Context: an optimization exercise on an open-source flow, tuned for small area. The choices shown serve that exercise and are no tape-out recipe.
Function was checked by simulation only, so behaviour that the tests miss may differ from the original.
No activity file was given, so power comes from the tool's default toggle rates.

File: design/flow/run.sh
#!/bin/bash
# synth_recipe.tcl (not shown) runs the flow's synth.tcl, then flattens the netlist and writes it again
# the make line also repeats each setting of config.mk as NAME=value (left out here)
make -C /OpenROAD-flow-scripts/flow DESIGN_CONFIG=/design/flow/config.mk WORK_HOME=/design/flow/orfs CLKGATE_MAP_FILE= SYNTH_SCRIPT=/design/flow/synth_recipe.tcl finish
File: design/flow/config.mk
export PLATFORM = sky130hd
export DESIGN_NAME = top
export DESIGN_NICKNAME = top
export VERILOG_FILES = /design/flow/design.v
export SDC_FILE = /design/flow/constraint.sdc
export NUM_CORES = 4
export LEC_CHECK = 0
export ABC_AREA = 1
export CAP_MARGIN = 20
export CORE_MARGIN = 2
export CORE_UTILIZATION = 40
export SLEW_MARGIN = 20
File: design/flow/constraint.sdc
create_clock -name core_clock -period 12.0 [get_ports {sys_clk}]
set_input_delay 2.4000 -clock core_clock [delete_from_list [all_inputs] [get_ports {sys_clk}]]
set_output_delay 2.4000 -clock core_clock [all_outputs]
set_load 0.01 [all_outputs]
File: design/flow/design.v
module bottomFlag(
    input  key, clk, clr,
    output reg flag
    );
    reg s1, kc, s2;
    reg [2:0] count;
    wire c2 = (count == 3'd2);
    always @(posedge clk or posedge clr)
        if (clr) begin
            s1 <= 1'b0; kc <= 1'b0; count <= 3'd0; s2 <= 1'b0; flag <= 1'b0;
        end else begin
            s1    <= key;
            kc    <= key & ~s1;
            count <= kc ? 3'd0 : count + 3'd1;
            if (c2) s2 <= key;
            flag  <= c2 & key & ~s2;
        end
endmodule
module top (input sys_clk,
            input rst,
            input [4:0] bottom,
            input [5:0] key,
            input random_key,
            input [11:0] rom_data,
            output possi_led,
            output [7:0] DIG,
            output [7:0] Y,
            output [5:0] flow_led,
            output [3:0] red,
            output [3:0] green,
            output [3:0] blue,
            output hsync,
            vsync,
            output [5:0] key_led,
            output rd_led,
            output [17:0] rom_addr);
    assign key_led = key;
    assign rd_led  = random_key;
    reg [6:0] ue;
    reg [4:0] w25;
    reg [2:0] w5;
    reg [6:0] z;
    wire w25_wrap = (w25 == 5'd24);
    always @(posedge sys_clk or posedge rst)
        if (rst) begin
            ue <= 7'd122; w25 <= 5'd0; w5 <= 3'd0; z <= 7'd0;
        end else begin
            ue  <= ue + 7'd1;
            w25 <= w25_wrap ? 5'd0 : w25 + 5'd1;
            if (w25_wrap) w5 <= (w5 == 3'd4) ? 3'd0 : w5 + 3'd1;
            z   <= (z == 7'd100) ? 7'd0 : z + 7'd1;
        end
    wire segtick = &ue[3:0];
    wire [2:0] e = ue[6:4];
    wire ttick = (ue[2:0] == 3'd6) & (w5 == 3'd2) & (w25 == 5'd19);    
    wire ftick = (w25 == 5'd0) & (z == 7'd0);                           
    wire set_flag;
    wire [3:0] act;
    bottomFlag stF (bottom[0], sys_clk, rst, set_flag);
    bottomFlag a0  (bottom[1], sys_clk, rst, act[0]);
    bottomFlag a1  (bottom[2], sys_clk, rst, act[1]);
    bottomFlag a2  (bottom[3], sys_clk, rst, act[2]);
    bottomFlag a3  (bottom[4], sys_clk, rst, act[3]);
    wire active = |act;
    wire start_sw = key[5];
    reg [1:0] gs;
    reg timer_en;
    reg [3:0] st1, st10;
    reg [1:0] st100;
    reg win_flag;
    wire playing = gs[0] ^ gs[1];
    wire st_zero = (st1 == 4'd0) & (st10 == 4'd0) & (st100 == 2'd0);
    wire st_max  = (st1 == 4'd5) & (st10 == 4'd5) & (st100 == 2'd2);
    always @(posedge sys_clk or posedge rst)
        if (rst) begin
            gs <= 2'b00; timer_en <= 1'b0;
            st1 <= 4'd0; st10 <= 4'd0; st100 <= 2'd0;
        end else begin
            if (~start_sw)     gs <= 2'b00;
            else if (win_flag) gs <= 2'b11;
            else if (st_zero)  gs <= 2'b10;
            else               gs <= 2'b01;
            timer_en <= playing;
            if (playing) begin
                if (active) begin
                    if (st_max) begin
                        st1 <= 4'd0; st10 <= 4'd0; st100 <= 2'd0;
                    end else if (st1 != 4'd9) st1 <= st1 + 4'd1;
                    else begin
                        st1 <= 4'd0;
                        if (st10 != 4'd9) st10 <= st10 + 4'd1;
                        else begin st10 <= 4'd0; st100 <= st100 + 2'd1; end
                    end
                end
            end else if (gs == 2'b00) begin
                st1 <= 4'd0; st10 <= 4'd0; st100 <= 2'd0;
            end
        end
    reg [1:0] o0, o1, o2, bp;
    wire [1:0] o3 = o0 ^ o1 ^ o2;
    reg [4:0] rc;       
    always @(posedge sys_clk or posedge rst)
        if (rst) rc <= 5'd31;
        else rc <= (rc[4] & rc[3]) ? 5'd0 : rc + 5'd1;
    wire [4:0] idx = random_key ? rc : key[4:0];
    reg [5:0] tb;
    always @* begin
        case (idx)
            5'd0:  tb = {2'd0, 2'd1, 2'd3};
            5'd1:  tb = {2'd0, 2'd2, 2'd3};
            5'd2:  tb = {2'd1, 2'd0, 2'd3};
            5'd3:  tb = {2'd1, 2'd2, 2'd3};
            5'd4:  tb = {2'd2, 2'd0, 2'd3};
            5'd5:  tb = {2'd2, 2'd1, 2'd3};
            5'd6:  tb = {2'd0, 2'd1, 2'd2};
            5'd7:  tb = {2'd0, 2'd3, 2'd2};
            5'd8:  tb = {2'd1, 2'd0, 2'd2};
            5'd9:  tb = {2'd1, 2'd3, 2'd2};
            5'd10: tb = {2'd3, 2'd0, 2'd2};
            5'd11: tb = {2'd3, 2'd1, 2'd2};
            5'd12: tb = {2'd0, 2'd2, 2'd1};
            5'd13: tb = {2'd0, 2'd3, 2'd1};
            5'd14: tb = {2'd2, 2'd0, 2'd1};
            5'd15: tb = {2'd2, 2'd3, 2'd1};
            5'd16: tb = {2'd3, 2'd0, 2'd1};
            5'd17: tb = {2'd3, 2'd2, 2'd1};
            5'd18: tb = {2'd1, 2'd2, 2'd0};
            5'd19: tb = {2'd1, 2'd3, 2'd0};
            5'd20: tb = {2'd2, 2'd1, 2'd0};
            5'd21: tb = {2'd2, 2'd3, 2'd0};
            5'd22: tb = {2'd3, 2'd1, 2'd0};
            5'd23: tb = {2'd3, 2'd2, 2'd0};
            5'd24: tb = {2'd3, 2'd2, 2'd0};
            default: tb = {2'd0, 2'd1, 2'd2};
        endcase
    end
    wire load = set_flag & (random_key | ~(key[4] & key[3]));
    always @(posedge sys_clk or posedge rst)
        if (rst) begin
            o0 <= 2'd0; o1 <= 2'd1; o2 <= 2'd2; bp <= 2'b10;
        end else begin
            case (gs)
                2'b00: if (load) {o0, o1, o2} <= tb;
                2'b10: begin
                    if (o0 == 2'd3)      bp <= 2'b00;
                    else if (o1 == 2'd3) bp <= 2'b01;
                    else if (o2 == 2'd3) bp <= 2'b10;
                    else                 bp <= 2'b11;
                end
                2'b01: case (bp)
                    2'b00: if (act[1]) begin o0 <= o1; o1 <= o0; bp <= 2'b01; end
                           else if (act[2]) begin o0 <= o2; o2 <= o0; bp <= 2'b10; end
                    2'b01: if (act[3]) begin o0 <= o1; o1 <= o0; bp <= 2'b00; end
                           else if (act[2]) begin o1 <= o3; bp <= 2'b11; end
                    2'b10: if (act[0]) begin o0 <= o2; o2 <= o0; bp <= 2'b00; end
                           else if (act[1]) begin o2 <= o3; bp <= 2'b11; end
                    2'b11: if (act[0]) begin o1 <= o3; bp <= 2'b01; end
                           else if (act[3]) begin o2 <= o3; bp <= 2'b10; end
                endcase
                default: ;
            endcase
        end
    reg poss;
    always @(posedge sys_clk or posedge rst)
        if (rst) poss <= 1'b1;
        else case ({o0, o1, o2})
            {2'd0, 2'd1, 2'd2}, {2'd2, 2'd0, 2'd3}, {2'd3, 2'd2, 2'd1}, {2'd1, 2'd3, 2'd0},
            {2'd2, 2'd0, 2'd1}, {2'd1, 2'd2, 2'd3}, {2'd3, 2'd1, 2'd0}, {2'd2, 2'd3, 2'd1},
            {2'd1, 2'd2, 2'd0}, {2'd0, 2'd1, 2'd3}, {2'd3, 2'd0, 2'd2}, {2'd0, 2'd3, 2'd2}:
                poss <= 1'b1;
            default: poss <= 1'b0;
        endcase
    assign possi_led = poss;
    reg [1:0] g0, g1, g2, gbp;
    reg gb;
    wire [1:0] g3 = g0 ^ g1 ^ g2;
    always @(posedge sys_clk or posedge rst)
        if (rst) begin
            g0 <= 2'd0; g1 <= 2'd1; g2 <= 2'd2; gbp <= 2'd0; gb <= 1'b0; win_flag <= 1'b0;
        end else begin
            if (gs != 2'b11) begin
                g0 <= o0; g1 <= o1; g2 <= o2; gbp <= bp; gb <= playing;
            end
            win_flag <= gb & (gbp == 2'b11) & (g0 == 2'd0) & (g1 == 2'd1) & (g2 == 2'd2);
        end
    reg [2:0] kk;
    reg winD;
    always @(posedge sys_clk or posedge rst)
        if (rst) begin kk <= 3'd5; winD <= 1'b0; end
        else begin
            winD <= win_flag;
            if (ftick) kk <= (kk == 3'd5) ? 3'd0 : kk + 3'd1;
        end
    assign flow_led = winD ? (6'b100000 >> kk) : 6'b0;
    reg [3:0] sec1, min1;
    reg [2:0] sec10, min10;
    always @(posedge sys_clk or posedge rst)
        if (rst) begin
            sec1 <= 4'd0; sec10 <= 3'd0; min1 <= 4'd0; min10 <= 3'd0;
        end else if (ttick) begin
            if (gs == 2'b00) begin
                sec1 <= 4'd0; sec10 <= 3'd0; min1 <= 4'd0; min10 <= 3'd0;
            end else if (timer_en) begin
                if (sec1 != 4'd9) sec1 <= sec1 + 4'd1;
                else begin
                    sec1 <= 4'd0;
                    if (sec10 != 3'd5) sec10 <= sec10 + 3'd1;
                    else begin
                        sec10 <= 3'd0;
                        if (min10 == 3'd6 && min1 == 4'd3) begin min10 <= 3'd0; min1 <= 4'd0; end
                        else if (min1 != 4'd9) min1 <= min1 + 4'd1;
                        else begin min1 <= 4'd0; min10 <= min10 + 3'd1; end
                    end
                end
            end
        end
    reg [3:0] dsel;
    always @* begin
        case (e)
            3'd7: dsel = {1'b0, sec10};
            3'd0: dsel = min1;
            3'd1: dsel = {1'b0, min10};
            3'd2: dsel = st1;
            3'd3: dsel = st10;
            3'd4: dsel = {2'b0, st100};
            3'd5: dsel = 4'd0;
            default: dsel = sec1;
        endcase
    end
    reg [3:0] pre;
    always @(posedge sys_clk) pre <= dsel;
    reg [3:0] data, shown;
    always @(posedge sys_clk or posedge rst)
        if (rst) begin data <= 4'd0; shown <= 4'hf; end
        else if (segtick) begin data <= pre; shown <= data; end
    wire blank = &shown;
    reg [6:0] seg7;
    always @* begin
        case (shown)
            4'd0: seg7 = 7'b100_0000;
            4'd1: seg7 = 7'b111_1001;
            4'd2: seg7 = 7'b010_0100;
            4'd3: seg7 = 7'b011_0000;
            4'd4: seg7 = 7'b001_1001;
            4'd5: seg7 = 7'b001_0010;
            4'd6: seg7 = 7'b000_0010;
            4'd7: seg7 = 7'b111_1000;
            4'd8: seg7 = 7'b000_0000;
            4'd9: seg7 = 7'b001_0000;
            default: seg7 = 7'b111_1111;
        endcase
    end
    assign Y = {~(e == 3'd2), seg7};
    assign DIG = {~((e == 3'd7) & ~blank), ~(7'b1 << e)};
    reg [9:0] hc, vc;
    wire h_end = (hc == 10'd655);
    always @(posedge sys_clk or posedge rst)
        if (rst) begin hc <= 10'd878; vc <= 10'd989; end
        else begin
            hc <= h_end ? 10'd880 : hc + 10'd1;
            if (vc == 10'd489) vc <= 10'd989;
            else if (h_end) vc <= vc + 10'd1;
        end
    wire h_wrap = (hc == 10'd654) | h_end;
    assign hsync = ~(((hc >= 10'd878) & (hc <= 10'd973)) | h_wrap);
    assign vsync = ~((vc == 10'd489) | ((vc == 10'd488) & h_end) | (vc == 10'd989) |
                     ((vc == 10'd990) & ~h_wrap));
    wire v_in  = ~vc[9] & (vc[8:0] <= 9'd480);
    wire A     = (~hc[9] & (hc[8:0] <= 9'd478) | (hc >= 10'd1022)) & v_in;
    wire qx_t  = ~hc[9] & (hc[8:0] >= 9'd239);
    wire qy_t  = vc[8:0] > 9'd240;
    wire [1:0] q_t = {qy_t, qx_t};
    reg  [1:0] fld;
    always @* case (q_t)
        2'd0: fld = g0; 2'd1: fld = g1; 2'd2: fld = g2; default: fld = g3;
    endcase
    wire blk = gb & (gbp == q_t);
    reg [2:0] sa, sb;
    always @(posedge sys_clk or posedge rst)
        if (rst) begin sa <= 3'b100; sb <= 3'b100; end
        else begin
            if (A) sa <= blk ? 3'b101 : {1'b0, fld};
            sb <= sa;
        end
    wire hneg     = hc[9] & hc[8];
    wire actC     = ~hc[9] & (hc[8:0] <= 9'd480) & v_in;
    wire sameline = ~hneg & ~actC & v_in;
    wire prevline = hneg & ~vc[9] & (vc[8:0] >= 9'd1) & (vc[8:0] <= 9'd481);
    wire [8:0] xs = actC ? hc[8:0] : 9'd480;
    wire [8:0] ys = (actC | sameline) ? vc[8:0] : prevline ? vc[8:0] - 9'd1 : 9'd480;
    wire qx = xs > 9'd240;
    wire qy = ys > 9'd240;
    wire [8:0] X2 = xs + (sb[0] ? 9'd240 : 9'd0) - (qx ? 9'd240 : 9'd0);
    wire [8:0] Y2 = ys + (sb[1] ? 9'd240 : 9'd0) - (qy ? 9'd240 : 9'd0);
    wire [8:0] X3 = sb[2] ? 9'd0 : X2;
    wire [8:0] Y3 = sb[2] ? (sb[0] ? 9'd480 : 9'd0) : Y2;
    assign rom_addr = {Y3, X3} - {4'd0, Y3, 5'd0};
    reg [11:0] rom_q;
    always @(posedge sys_clk) rom_q <= rom_data;
    reg [11:0] rgb;
    always @(posedge sys_clk or posedge rst)
        if (rst) rgb <= 12'd0;
        else rgb <= A ? rom_q : 12'd0;
    assign red   = rgb[11:8];
    assign green = rgb[7:4];
    assign blue  = rgb[3:0];
endmodule
==> impl_metrics.json <==
{
  "die-width_um": 167,
  "cp_data_required_time_ps": 9600,
  "ctsRootBufferMaster": "sky130_fd_sc_hd__clkbuf_16",
  "vias": 8695,
  "clk_skew_ps": 9.76,
  "layout.nets": 1543,
  "regArea_um2": 4320,
  "n_antenna_cell": 0,
  "htreeDepth": 4,
  "cp_slowest_stage_delay_ps": 570,
  "drc": 0,
  "placementRows": 59,
  "worstRegToRegCells": 12,
  "tns_ps": 0,
  "detail_route.wl_per_cell_um": 12.1,
  "grt_max_degree": 101,
  "first_pass_iteration_count_of_the_detailed_router": 17,
  "instances_no_fill": 1778,
  "area_of_combinational_cells_with_multiple_inputs_um2": 5290,
  "highest_layer": "met4",
  "grt_use_total_pct": 15.9,
  "die_y_um": 167,
  "power.static_leakage_nw": 5.93,
  "yosysTopAreaCell": "sky130_fd_sc_hd__dfrtp_1",
  "dpl_worst_slack_ps": 3910,
  "wl_met1_mm": 10.6,
  "power_density_nw_per_um2": 199,
  "regToRegSetupSlack_ps": 9410,
  "postSynth.asyncResetShare_pct": 90.8,
  "measured_slew_at_the_worst_slew_check_pin_ps": 908,
  "synth.distinct_cells": 56,
  "initial_utilization_pct": 40.8,
  "cap_violations": 0,
  "max_freq_mhz": 117,
  "timing_worst_setup_path_type": "reg -> out",
  "postSynthCellCount": 1349,
  "met2_length_mm": 9.87,
  "grt_pass1_vias": 8306,
  "synthTopCellsByCount": "231 x sky130_fd_sc_hd__inv_1, 215 x sky130_fd_sc_hd__nand2_1, 169 x sky130_fd_sc_hd__nor2_1",
  "avgSynthCellArea_um2": 7.91,
  "finalWeightedCongestion": 0.900,
  "final_cell_area_um2": 12400,
  "compound_cell_area_share_of_the_yosys_netlist_pct": 11.8,
  "vdd_drop_max_mv": 0.0941,
  "ys_seq_area_share_pct": 40.5,
  "finalWorstPathRequiredPeriod_ps": 8520,
  "worstSetupEndpoint": "rom_addr[14]",
  "synth.most_common_cell": "sky130_fd_sc_hd__inv_1",
  "r2r_end": "min1[2]$_DFFE_PP0P_",
  "tritoncts": "done",
  "ioPinCount": 88,
  "maxSlewHeadroom_pct": 39.5,
  "cts_clk_pin_slew_worst_paths_ps": 60,
  "timing.final.setup_violations": 0,
  "rsz0062_at_grt": "no",
  "holdCritPathClass": "reg -> reg",
  "fillCellCount": 2563,
  "synth_adder_area_share_pct": 10.8,
  "number_of_antenna_violating_nets_in_the_routed_design": 0,
  "number_of_antenna_violations_at_the_first_check_in_global_routing": 0,
  "resized_cells_post_cts": 0,
  "fp.coreArea_um2": 26100,
  "total_length_of_routed_met3_wires_um": 726,
  "syn-num-nets": 1462,
  "synth_flop_cell": "sky130_fd_sc_hd__dfrtp_1",
  "cts_hold_buffers": 0,
  "status": "no timing/DRC/antenna violations",
  "worst_ep_arrival_time_ps": 6120,
  "clk-insertion-delay-late_ps": 420,
  "cts_setup_buffers": 0,
  "crit_path_start": "vc[0]$_DFFE_PP1P_",
  "maximum_net_fanout_on_the_critical_path": 8,
  "yosys-top-cells-area": "sky130_fd_sc_hd__dfrtp_1 28%, sky130_fd_sc_hd__dfstp_2 9.6%, sky130_fd_sc_hd__ha_1 9.1%, sky130_fd_sc_hd__inv_1 8.1%, sky130_fd_sc_hd__nand2_1 7.6%",
  "synth_top_family_by_area": "simple AND/OR/NAND/NOR gates",
  "synth_enable_flop_cells": 0,
  "synthSimpleGateAreaFrac_pct": 23.2,
  "synth_seq_cells": 174,
  "post_synth_instance_area_um2": 10700,
  "port_buffers": 87,
  "synth_xor_xnor_area_share_pct": 3.35,
  "post_dp_cell_area_um2": 11800,
  "critical_path.reg2reg.startpoint": "gs[1]$_DFF_PP0_",
  "period_share_pct": 71.0,
  "yosys.area.top_type_share_pct": 27.9,
  "layout.core_utilization_pct": 47.4,
  "critPathCaptureType": "primary output",
  "hold_viol": 0,
  "first_pass_grt_wire_length_mm": 37.7,
  "final_critical_path_setup_slack_ps": 3480,
  "report.final.slew_viol_count": 0,
  "library_cell_contributing_the_largest_single_delay_on_the_critical_path": "sky130_fd_sc_hd__dfstp_2",
  "area_delta_synth_final_pct": 16.1,
  "synth.mux.area_fraction_pct": 0.422,
  "critical-path-top-cell-by-count": "sky130_fd_sc_hd__nand2_1",
  "tritoncts.num_buffers": 17,
  "viasPerCell": 4.89,
  "post_route_cells_drive_above_1_share_pct": 8.94,
  "ctsLongestPathBuffers": 2,
  "placed_cells_incl_taps": 1746,
  "synth_warnings": 2,
  "cp_startpoint_kind": "flip-flop",
  "grt_remaining_overflow": 0,
  "fp.dieArea_um2": 28000,
  "detail_route.iter0.violations": 555,
  "totalWireLength_mm": 21.4,
  "detailed_place_hpwl_mm": 16.4,
  "clock_sinks": 174
}
## layout make-up
cell class | count | share of cell area [%]
multi-input combinational | 908 | 42.7
sequential | 174 | 34.9
inverter | 240 | 7.32
timing repair buffer | 89 | 7.15
clock buffer | 17 | 3.44
tap | 335 | 3.38
clock inverter | 15 | 1.06
## where the power goes
part | switching (mW) | leakage [nW] | internal, mW
clock network | 0.243 | 0.265 | 0.272
registers | 0.0827 | 2.04 | 0.691
logic | 0.657 | 3.62 | 0.517
## metrics by stage
step,hold slack [ps],power (mW)
after floorplan,354,1.56
after global placement,358,1.94
after detailed placement,362,1.96
after CTS,372,2.49
after global routing,382,2.69
final,368,2.46
## cells in the final DEF (no fill, tap or decap), types with 12 or more instances in the layout
cell type	netlist	routed
sky130_fd_sc_hd__dfxtp_1	16	16
sky130_fd_sc_hd__dfstp_2	39	39
sky130_fd_sc_hd__nand2_1	215	215
sky130_fd_sc_hd__o21ai_0	94	94
sky130_fd_sc_hd__nand3_1	77	77
sky130_fd_sc_hd__xor2_1	27	27
sky130_fd_sc_hd__clkdlybuf4s50_1	0	87
sky130_fd_sc_hd__nor3_1	29	29
sky130_fd_sc_hd__ha_1	78	78
sky130_fd_sc_hd__dfrtp_1	119	119
sky130_fd_sc_hd__clkbuf_16	0	17
sky130_fd_sc_hd__inv_1	231	230
sky130_fd_sc_hd__xnor2_1	12	12
sky130_fd_sc_hd__a21oi_1	59	59
sky130_fd_sc_hd__nor2_1	169	169
sky130_fd_sc_hd__nand4_1	15	15
## critical path: cells and delay by family (launching register included)
family,cells,cell delay [ps]
adder cells (fa/ha/maj),5,1540
AND/OR/NAND/NOR,21,1510
buffers and inverters,6,1050
AO/OA/AOI/OAI,6,850
flip-flops,1,570
XOR/XNOR,1,130
## cells by family (layout without fill, tap and decap cells)
kind of cell,Yosys count,count (layout)
flip-flops,174,174
AND/OR/NAND/NOR,558,558
adder cells (fa/ha/maj),87,87
multiplexers,4,4
AO/OA/AOI/OAI,219,219
buffers and inverters,267,361
XOR/XNOR,40,40
## worst min path at each step
| stage | start | slack, ps | to | cells past startpoint |
|---|---|---|---|---|
| after floorplan | sa[1]$_DFFE_PP0P_ | 350 | sb[1]$_DFF_PP0_ | 0 |
| after global placement | sa[2]$_DFFE_PP1P_ | 360 | sb[2]$_DFF_PP1_ | 0 |
| after detailed placement | sa[1]$_DFFE_PP0P_ | 360 | sb[1]$_DFF_PP0_ | 0 |
| after CTS | sa[2]$_DFFE_PP1P_ | 370 | sb[2]$_DFF_PP1_ | 0 |
| after global routing | sa[2]$_DFFE_PP1P_ | 380 | sb[2]$_DFF_PP1_ | 0 |
| final | sa[2]$_DFFE_PP1P_ | 370 | sb[2]$_DFF_PP1_ | 0 |
## metal layers
metal	up-vias	GRT usage, %
met5	-	0
met4	0	4.27
met3	24	2.48
met2	169	26.2
met1	3992	21.8
li1	4510	-
## state kept, by name (all words and copies together) (netlist names), 4 cells and up
register,flops
pre,4
rc,5
z,7
st1,4
rgb,12
sec1,4
data,4
st10,4
ue,7
w25,5
hc,10
shown,4
min1,4
rom_q,12
vc,10

==> what the ideal ports hide <==
Ports are ideal in the flow. The routed layout listed here was re-timed in OpenROAD. Step 1 assumes that a clkbuf_16 drives the clock port and a buf_2 every other input. Step 2 times the ports against the registers' clock, not the clock port: input delays grow and output delays shrink by t, the midpoint of the rising clock arrivals with the driver on. Three values: no drivers, after step 1, after step 2; two values: the first two.
t (ns): 0.460
slack for setup (ns): 3.484 / 3.438 / 3.897
hold slack, ns: 0.368 / 0.368 / 0.368
slew at the worst register clock pin (ns): 0.07 / 0.07
worst data-port slew with drivers (ns): 0.05
After both steps this run still meets setup and hold. For this run, drivers alone change the setup slack by -0.046 ns; drivers and shift together by +0.413 ns.
